This is an optimization exercise on Yosys and OpenROAD, whose aim is small area, not a production implementation. Function was checked by simulation only, so behaviour that the tests miss may differ from the original. The flow treats the clock pin as an ideal source. Dropping or thinning the clock tree relies on that and would not hold on a real chip. Power is estimated from default activity; no workload was simulated.

// game
module game(
	input clk,
	input [7:0] sw,
	input btnR,
	output [3:0] an,
	output reg [6:0] seg,
	output reg [6:0] timer_seg,
	output timer_anode
);
==> flow/config.mk <==
export PLATFORM = sky130hd
export DESIGN_NAME = game
export DESIGN_NICKNAME = game
export VERILOG_FILES = /design/flow/design.v
export SDC_FILE = /design/flow/constraint.sdc
export NUM_CORES = 4
export LEC_CHECK = 0
export ABC_AREA = 1
export CAP_MARGIN = 20
export CORE_MARGIN = 2
export CORE_UTILIZATION = 65
export SLEW_MARGIN = 20
==> flow/constraint.sdc <==
create_clock -name core_clock -period 20.0 [get_ports {clk}]
set_input_delay 4.0000 -clock core_clock [delete_from_list [all_inputs] [get_ports {clk}]]
set_output_delay 4.0000 -clock core_clock [all_outputs]
set_load 0.01 [all_outputs]
standard.sh (not shown) runs the stock make flow with config.mk's settings and CLKGATE_MAP_FILE= SYNTH_SCRIPT=/design/flow/synth_recipe.tcl, a recipe that flattens the netlist after the stock synthesis.
==> flow/flow/run.sh <==
#!/bin/bash
# Own layout flow:
#  1. the standard synthesis (standard.sh synth), unchanged;
#  2. an area re-mapping of its combinational logic with Yosys/ABC (reopt.ys, area.abc);
#     the flip-flops, their names and cell types are kept as the standard synthesis made them;
#  3. the standard floorplan and placement, with the smallest buffer cell on each port;
#  4. a small manual clock tree (mycts.tcl) in place of TritonCTS, picked by trial runs;
#  5. the standard flow from CTS (repair, routing) to the finished layout.
# Each tool's output goes to its own log file in this folder.
set -euo pipefail
R=orfs/results/$FLOW_PLATFORM/game/base
LIB=$FLOW_HOME/platforms/$FLOW_PLATFORM/lib/sky130_fd_sc_hd__tt_025C_1v80.lib
export CKT_DIR=$PWD/flow

bash standard.sh synth > 1_standard_synth.log 2>&1

cp $R/1_2_yosys.v $R/1_2_yosys_standard.v
sed -e "s|@IN@|$R/1_2_yosys_standard.v|; s|@OUT@|$R/1_2_yosys.v|; s|@ABC@|flow/area.abc|; s|@LIB@|$LIB|g; s|@TOP@|$FLOW_TOP|g" flow/reopt.ys > reopt_run.ys
yosys -s reopt_run.ys > 2_reopt_yosys.log 2>&1
rm -f $R/1_synth.odb

ARGS=("BUFFER_PORTS_ARGS=-buffer_cell sky130_fd_sc_hd__buf_1" "PRE_CTS_TCL=$CKT_DIR/ckt_hook.tcl")
bash standard.sh "${ARGS[@]}" place > 3_standard_place.log 2>&1

choice=""
for cfg in "2 sky130_fd_sc_hd__clkbuf_8" "3 sky130_fd_sc_hd__clkbuf_8" "2 sky130_fd_sc_hd__clkbuf_16" \
           "4 sky130_fd_sc_hd__clkbuf_8" "3 sky130_fd_sc_hd__clkbuf_16" "4 sky130_fd_sc_hd__clkbuf_16"; do
  set -- $cfg
  echo "== trial $cfg" >> 4_clock_trials.log
  s=$(CKT_DB=$R/3_place.odb CKT_SDC=$R/3_place.sdc CKT_N=$1 CKT_CELL=$2 \
      openroad -no_init -exit flow/ckt_trial.tcl 2>&1 | tee -a 4_clock_trials.log | awk '/^CKT_SLEW/{print $2}')
  if [ -n "$s" ] && awk -v s="$s" 'BEGIN { exit !(s <= 0.105) }'; then choice="$cfg"; break; fi
done
[ -n "$choice" ] || choice="4 sky130_fd_sc_hd__clkbuf_16"
echo "$choice" > ckt_choice.txt
echo "chosen: $choice" >> 4_clock_trials.log

bash standard.sh "${ARGS[@]}" finish > 5_standard_layout.log 2>&1
==> flow/flow/ckt_hook.tcl <==
# PRE_CTS_TCL hook: replaces clock_tree_synthesis by the manual tree chosen in ckt_choice.txt.
source $::env(CKT_DIR)/mycts.tcl
set ckt_f [open $::env(CKT_DIR)/../ckt_choice.txt r]
set ckt_choice [string trim [read $ckt_f]]
close $ckt_f
rename clock_tree_synthesis orfs_clock_tree_synthesis
proc clock_tree_synthesis {args} {
  global ckt_choice
  my_apply_tree {*}$ckt_choice
}
==> flow/flow/mycts.tcl <==
# Manual clock tree, used in place of clock_tree_synthesis: the clock port drives a few clock
# buffers straight away, and each buffer drives one group of flip-flops. The groups come from a
# k-means split of the flip-flop positions. The smallest tree (by cell area) whose worst
# flip-flop clock slew, estimated from the placement, stays under a target is picked by
# trial runs (ckt_trial.tcl), one per candidate tree.
proc my_ckt_sinks {} {
  set block [ord::get_db_block]
  set pts {}
  foreach it [[$block findNet clk] getITerms] {
    set inst [$it getInst]
    set bb [$inst getBBox]
    lappend pts [list [expr {([$bb xMin] + [$bb xMax]) / 2.0}] \
      [expr {([$bb yMin] + [$bb yMax]) / 2.0}] [$inst getName] [[$it getMTerm] getName]]
  }
  return $pts
}

proc my_ckt_kmeans {pts ngroups} {
  set n [llength $pts]
  set sorted [lsort -real -index 0 $pts]
  set cent {}
  for {set g 0} {$g < $ngroups} {incr g} {
    set p [lindex $sorted [expr {int(($g + 0.5) * $n / $ngroups)}]]
    lappend cent [list [lindex $p 0] [lindex $p 1]]
  }
  for {set iter 0} {$iter < 100} {incr iter} {
    set sx {}; set sy {}; set cnt {}
    for {set g 0} {$g < $ngroups} {incr g} { lappend sx 0.0; lappend sy 0.0; lappend cnt 0 }
    set asg {}
    foreach p $pts {
      set best 0; set bd 1e30
      for {set g 0} {$g < $ngroups} {incr g} {
        set c [lindex $cent $g]
        set d [expr {abs([lindex $p 0] - [lindex $c 0]) + abs([lindex $p 1] - [lindex $c 1])}]
        if {$d < $bd} { set bd $d; set best $g }
      }
      lappend asg $best
      lset sx $best [expr {[lindex $sx $best] + [lindex $p 0]}]
      lset sy $best [expr {[lindex $sy $best] + [lindex $p 1]}]
      lset cnt $best [expr {[lindex $cnt $best] + 1}]
    }
    for {set g 0} {$g < $ngroups} {incr g} {
      if {[lindex $cnt $g] > 0} {
        lset cent $g [list [expr {[lindex $sx $g] / [lindex $cnt $g]}] [expr {[lindex $sy $g] / [lindex $cnt $g]}]]
      }
    }
  }
  return [list $asg $cent]
}

proc my_ckt_worst_slew {} {
  estimate_parasitics -placement
  set worst 0
  foreach p [get_pins -hierarchical */CLK] {
    set s [get_property $p slew_max]
    if {$s > $worst} { set worst $s }
  }
  return $worst
}

proc my_apply_tree {ngroups cell} {
  set dbu [[ord::get_db_block] getDbUnitsPerMicron]
  set pts [my_ckt_sinks]
  lassign [my_ckt_kmeans $pts $ngroups] asg cent
  for {set g 0} {$g < $ngroups} {incr g} {
    set loads {}
    foreach p $pts a $asg {
      if {$a == $g} { lappend loads [get_pins "[lindex $p 2]/[lindex $p 3]"] }
    }
    if {[llength $loads] == 0} continue
    set c [lindex $cent $g]
    set x [expr {[lindex $c 0] / $dbu}]; set y [expr {[lindex $c 1] / $dbu}]
    puts "my_apply_tree: group $g, [llength $loads] flip-flops, $cell at $x $y"
    insert_buffer -buffer_cell $cell -net clk -load_pins $loads -location [list $x $y] \
      -buffer_name clkbuf_leaf_${g}_ -net_name clknet_leaf_${g}_
  }
  set_propagated_clock [all_clocks]
}
Other scripts of this flow, unchanged in this note and not shown: flow/flow/area.abc, flow/flow/ckt_trial.tcl, flow/flow/reopt.ys
The starting point failed in clock tree synthesis (4_1_cts).
Then changed:
--- a/flow/flow/run.sh
+++ b/flow/flow/run.sh
@@ -25,3 +25,5 @@
 choice=""
-for cfg in "2 sky130_fd_sc_hd__clkbuf_8" "3 sky130_fd_sc_hd__clkbuf_8" "2 sky130_fd_sc_hd__clkbuf_16" \
+# candidate trees, smallest cell area first
+for cfg in "2 sky130_fd_sc_hd__clkbuf_4" "3 sky130_fd_sc_hd__clkbuf_4" "2 sky130_fd_sc_hd__clkbuf_8" \
+           "4 sky130_fd_sc_hd__clkbuf_4" "3 sky130_fd_sc_hd__clkbuf_8" "2 sky130_fd_sc_hd__clkbuf_16" \
            "4 sky130_fd_sc_hd__clkbuf_8" "3 sky130_fd_sc_hd__clkbuf_16" "4 sky130_fd_sc_hd__clkbuf_16"; do
@@ -31,3 +33,3 @@
       openroad -no_init -exit flow/ckt_trial.tcl 2>&1 | tee -a 4_clock_trials.log | awk '/^CKT_SLEW/{print $2}')
-  if [ -n "$s" ] && awk -v s="$s" 'BEGIN { exit !(s <= 0.105) }'; then choice="$cfg"; break; fi
+  if [ -n "$s" ] && awk -v s="$s" 'BEGIN { exit !(s <= 0.122) }'; then choice="$cfg"; break; fi
 done
==> flow/flow/ckt_hook.tcl (replaced) <==
# PRE_CTS_TCL hook: replaces clock_tree_synthesis by the manual tree chosen in ckt_choice.txt.
source $::env(CKT_DIR)/mycts.tcl
set ckt_f [open $::env(CKT_DIR)/../ckt_choice.txt r]
set ::ckt_choice [string trim [read $ckt_f]]
close $ckt_f
rename clock_tree_synthesis orfs_clock_tree_synthesis
proc clock_tree_synthesis {args} {
  puts "manual clock tree: $::ckt_choice"
  my_apply_tree {*}$::ckt_choice
}
--- a/flow/flow/mycts.tcl
+++ b/flow/flow/mycts.tcl
@@ -28,14 +28,35 @@
     for {set g 0} {$g < $ngroups} {incr g} { lappend sx 0.0; lappend sy 0.0; lappend cnt 0 }
-    set asg {}
+    # balanced assignment: each group takes at most ceil(n / ngroups) flip-flops; points
+    # are placed in order of how much they lose by not getting their nearest centre
+    set cap [expr {($n + $ngroups - 1) / $ngroups}]
+    set order {}
+    set i 0
     foreach p $pts {
-      set best 0; set bd 1e30
+      set ds {}
       for {set g 0} {$g < $ngroups} {incr g} {
         set c [lindex $cent $g]
-        set d [expr {abs([lindex $p 0] - [lindex $c 0]) + abs([lindex $p 1] - [lindex $c 1])}]
-        if {$d < $bd} { set bd $d; set best $g }
+        lappend ds [list $g [expr {abs([lindex $p 0] - [lindex $c 0]) + abs([lindex $p 1] - [lindex $c 1])}]]
       }
-      lappend asg $best
-      lset sx $best [expr {[lindex $sx $best] + [lindex $p 0]}]
-      lset sy $best [expr {[lindex $sy $best] + [lindex $p 1]}]
-      lset cnt $best [expr {[lindex $cnt $best] + 1}]
+      set ds [lsort -real -index 1 $ds]
+      set regret [expr {[llength $ds] > 1 ? [lindex $ds 1 1] - [lindex $ds 0 1] : 0}]
+      lappend order [list $i $regret $ds]
+      incr i
+    }
+    set asg [lrepeat $n 0]
+    set used [lrepeat $ngroups 0]
+    foreach o [lsort -real -decreasing -index 1 $order] {
+      lassign $o i regret ds
+      foreach d $ds {
+        set g [lindex $d 0]
+        if {[lindex $used $g] < $cap} {
+          lset asg $i $g
+          lset used $g [expr {[lindex $used $g] + 1}]
+          break
+        }
+      }
+    }
+    foreach p $pts a $asg {
+      lset sx $a [expr {[lindex $sx $a] + [lindex $p 0]}]
+      lset sy $a [expr {[lindex $sy $a] + [lindex $p 1]}]
+      lset cnt $a [expr {[lindex $cnt $a] + 1}]
     }
Result: This time the run passed the timing, DRC and antenna checks; synthesized cell count does not change; area after synthesis is unchanged.
Then changed:
--- a/flow/flow/run.sh
+++ b/flow/flow/run.sh
@@ -25,5 +25,3 @@
 choice=""
-# candidate trees, smallest cell area first
-for cfg in "2 sky130_fd_sc_hd__clkbuf_4" "3 sky130_fd_sc_hd__clkbuf_4" "2 sky130_fd_sc_hd__clkbuf_8" \
-           "4 sky130_fd_sc_hd__clkbuf_4" "3 sky130_fd_sc_hd__clkbuf_8" "2 sky130_fd_sc_hd__clkbuf_16" \
+for cfg in "2 sky130_fd_sc_hd__clkbuf_8" "3 sky130_fd_sc_hd__clkbuf_8" "2 sky130_fd_sc_hd__clkbuf_16" \
            "4 sky130_fd_sc_hd__clkbuf_8" "3 sky130_fd_sc_hd__clkbuf_16" "4 sky130_fd_sc_hd__clkbuf_16"; do
@@ -33,3 +31,3 @@
       openroad -no_init -exit flow/ckt_trial.tcl 2>&1 | tee -a 4_clock_trials.log | awk '/^CKT_SLEW/{print $2}')
-  if [ -n "$s" ] && awk -v s="$s" 'BEGIN { exit !(s <= 0.122) }'; then choice="$cfg"; break; fi
+  if [ -n "$s" ] && awk -v s="$s" 'BEGIN { exit !(s <= 0.105) }'; then choice="$cfg"; break; fi
 done
--- a/flow/flow/mycts.tcl
+++ b/flow/flow/mycts.tcl
@@ -28,35 +28,14 @@
     for {set g 0} {$g < $ngroups} {incr g} { lappend sx 0.0; lappend sy 0.0; lappend cnt 0 }
-    # balanced assignment: each group takes at most ceil(n / ngroups) flip-flops; points
-    # are placed in order of how much they lose by not getting their nearest centre
-    set cap [expr {($n + $ngroups - 1) / $ngroups}]
-    set order {}
-    set i 0
+    set asg {}
     foreach p $pts {
-      set ds {}
+      set best 0; set bd 1e30
       for {set g 0} {$g < $ngroups} {incr g} {
         set c [lindex $cent $g]
-        lappend ds [list $g [expr {abs([lindex $p 0] - [lindex $c 0]) + abs([lindex $p 1] - [lindex $c 1])}]]
+        set d [expr {abs([lindex $p 0] - [lindex $c 0]) + abs([lindex $p 1] - [lindex $c 1])}]
+        if {$d < $bd} { set bd $d; set best $g }
       }
-      set ds [lsort -real -index 1 $ds]
-      set regret [expr {[llength $ds] > 1 ? [lindex $ds 1 1] - [lindex $ds 0 1] : 0}]
-      lappend order [list $i $regret $ds]
-      incr i
-    }
-    set asg [lrepeat $n 0]
-    set used [lrepeat $ngroups 0]
-    foreach o [lsort -real -decreasing -index 1 $order] {
-      lassign $o i regret ds
-      foreach d $ds {
-        set g [lindex $d 0]
-        if {[lindex $used $g] < $cap} {
-          lset asg $i $g
-          lset used $g [expr {[lindex $used $g] + 1}]
-          break
-        }
-      }
-    }
-    foreach p $pts a $asg {
-      lset sx $a [expr {[lindex $sx $a] + [lindex $p 0]}]
-      lset sy $a [expr {[lindex $sy $a] + [lindex $p 1]}]
-      lset cnt $a [expr {[lindex $cnt $a] + 1}]
+      lappend asg $best
+      lset sx $best [expr {[lindex $sx $best] + [lindex $p 0]}]
+      lset sy $best [expr {[lindex $sy $best] + [lindex $p 1]}]
+      lset cnt $best [expr {[lindex $cnt $best] + 1}]
     }
CORE_UTILIZATION = 40   (was 65)
- The new run completed without violations
- setup slack loses 0.060 ns
- sequential power stays flat
- clock power goes up by a quarter to a third
- total power goes up by a few percent
- utilization goes down by 28 points
Then changed:
==> flow/flow/ckt_hook.tcl (replaced) <==
# PRE_CTS_TCL hook: replaces clock_tree_synthesis by the manual tree chosen in ckt_choice.txt.
source $::env(CKT_DIR)/mycts.tcl
set ckt_f [open $::env(CKT_DIR)/../ckt_choice.txt r]
set ckt_choice [string trim [read $ckt_f]]
close $ckt_f
rename clock_tree_synthesis orfs_clock_tree_synthesis
proc clock_tree_synthesis {args} {
  global ckt_choice
  my_apply_tree {*}$ckt_choice
}
Result: This time the run never finished: it broke off in clock tree synthesis (4_1_cts). Area after synthesis does not change. Synthesized cell count is unchanged.
Then changed:
--- a/flow/flow/run.sh
+++ b/flow/flow/run.sh
@@ -25,3 +25,5 @@
 choice=""
-for cfg in "2 sky130_fd_sc_hd__clkbuf_8" "3 sky130_fd_sc_hd__clkbuf_8" "2 sky130_fd_sc_hd__clkbuf_16" \
+# candidate trees, smallest cell area first
+for cfg in "2 sky130_fd_sc_hd__clkbuf_4" "3 sky130_fd_sc_hd__clkbuf_4" "2 sky130_fd_sc_hd__clkbuf_8" \
+           "4 sky130_fd_sc_hd__clkbuf_4" "3 sky130_fd_sc_hd__clkbuf_8" "2 sky130_fd_sc_hd__clkbuf_16" \
            "4 sky130_fd_sc_hd__clkbuf_8" "3 sky130_fd_sc_hd__clkbuf_16" "4 sky130_fd_sc_hd__clkbuf_16"; do
@@ -31,3 +33,3 @@
       openroad -no_init -exit flow/ckt_trial.tcl 2>&1 | tee -a 4_clock_trials.log | awk '/^CKT_SLEW/{print $2}')
-  if [ -n "$s" ] && awk -v s="$s" 'BEGIN { exit !(s <= 0.105) }'; then choice="$cfg"; break; fi
+  if [ -n "$s" ] && awk -v s="$s" 'BEGIN { exit !(s <= 0.115) }'; then choice="$cfg"; break; fi
 done
==> flow/flow/ckt_hook.tcl (replaced) <==
# PRE_CTS_TCL hook: replaces clock_tree_synthesis by the manual tree chosen in ckt_choice.txt.
source $::env(CKT_DIR)/mycts.tcl
set ckt_f [open $::env(CKT_DIR)/../ckt_choice.txt r]
set ::ckt_choice [string trim [read $ckt_f]]
close $ckt_f
rename clock_tree_synthesis orfs_clock_tree_synthesis
proc clock_tree_synthesis {args} {
  puts "manual clock tree: $::ckt_choice"
  my_apply_tree {*}$::ckt_choice
}
CORE_UTILIZATION = 75   (was 40)
Result:
- This time the run ran to the end with no violations
- synthesized cell count stays the same
- area after synthesis stays the same
The clock cells of the second, third and fifth runs of this note come from the design's own scripts or RTL, not from TritonCTS.

## static timing again, ports no longer ideal
The results above use ideal ports. As a check the final layouts listed here were re-extracted and re-timed, cells and wires unchanged. Step 1 (the two cells are an assumption about what drives the block):
set clk [get_ports {clk}]
set_driving_cell -lib_cell sky130_fd_sc_hd__clkbuf_16 $clk
set_driving_cell -lib_cell sky130_fd_sc_hd__buf_2 [delete_from_list [all_inputs] $clk]
Step 2 adds t to the input delays and takes it off the output delays; t is the mean of the earliest and latest rising clock arrival at the registers after step 1. Input paths then give back, and output paths get back, about the clock's delay inside the block. a / b / c = no drivers / after step 1 / after step 2; a / b = the first two.
run | shift t [ns] | setup WS [ns] | worst register clock-pin slew, ns | worst slew at a driven data input, ns
the second run | 0.208 | 11.133 / 11.089 / 11.296 | 0.12 / 0.12 | 0.03
the third run | 0.195 | 11.072 / 11.026 / 11.221 | 0.09 / 0.09 | 0.03
the fifth run | 0.187 | 11.085 / 11.042 / 11.229 | 0.10 / 0.10 | 0.03
After both steps setup and hold are still met in every run listed.
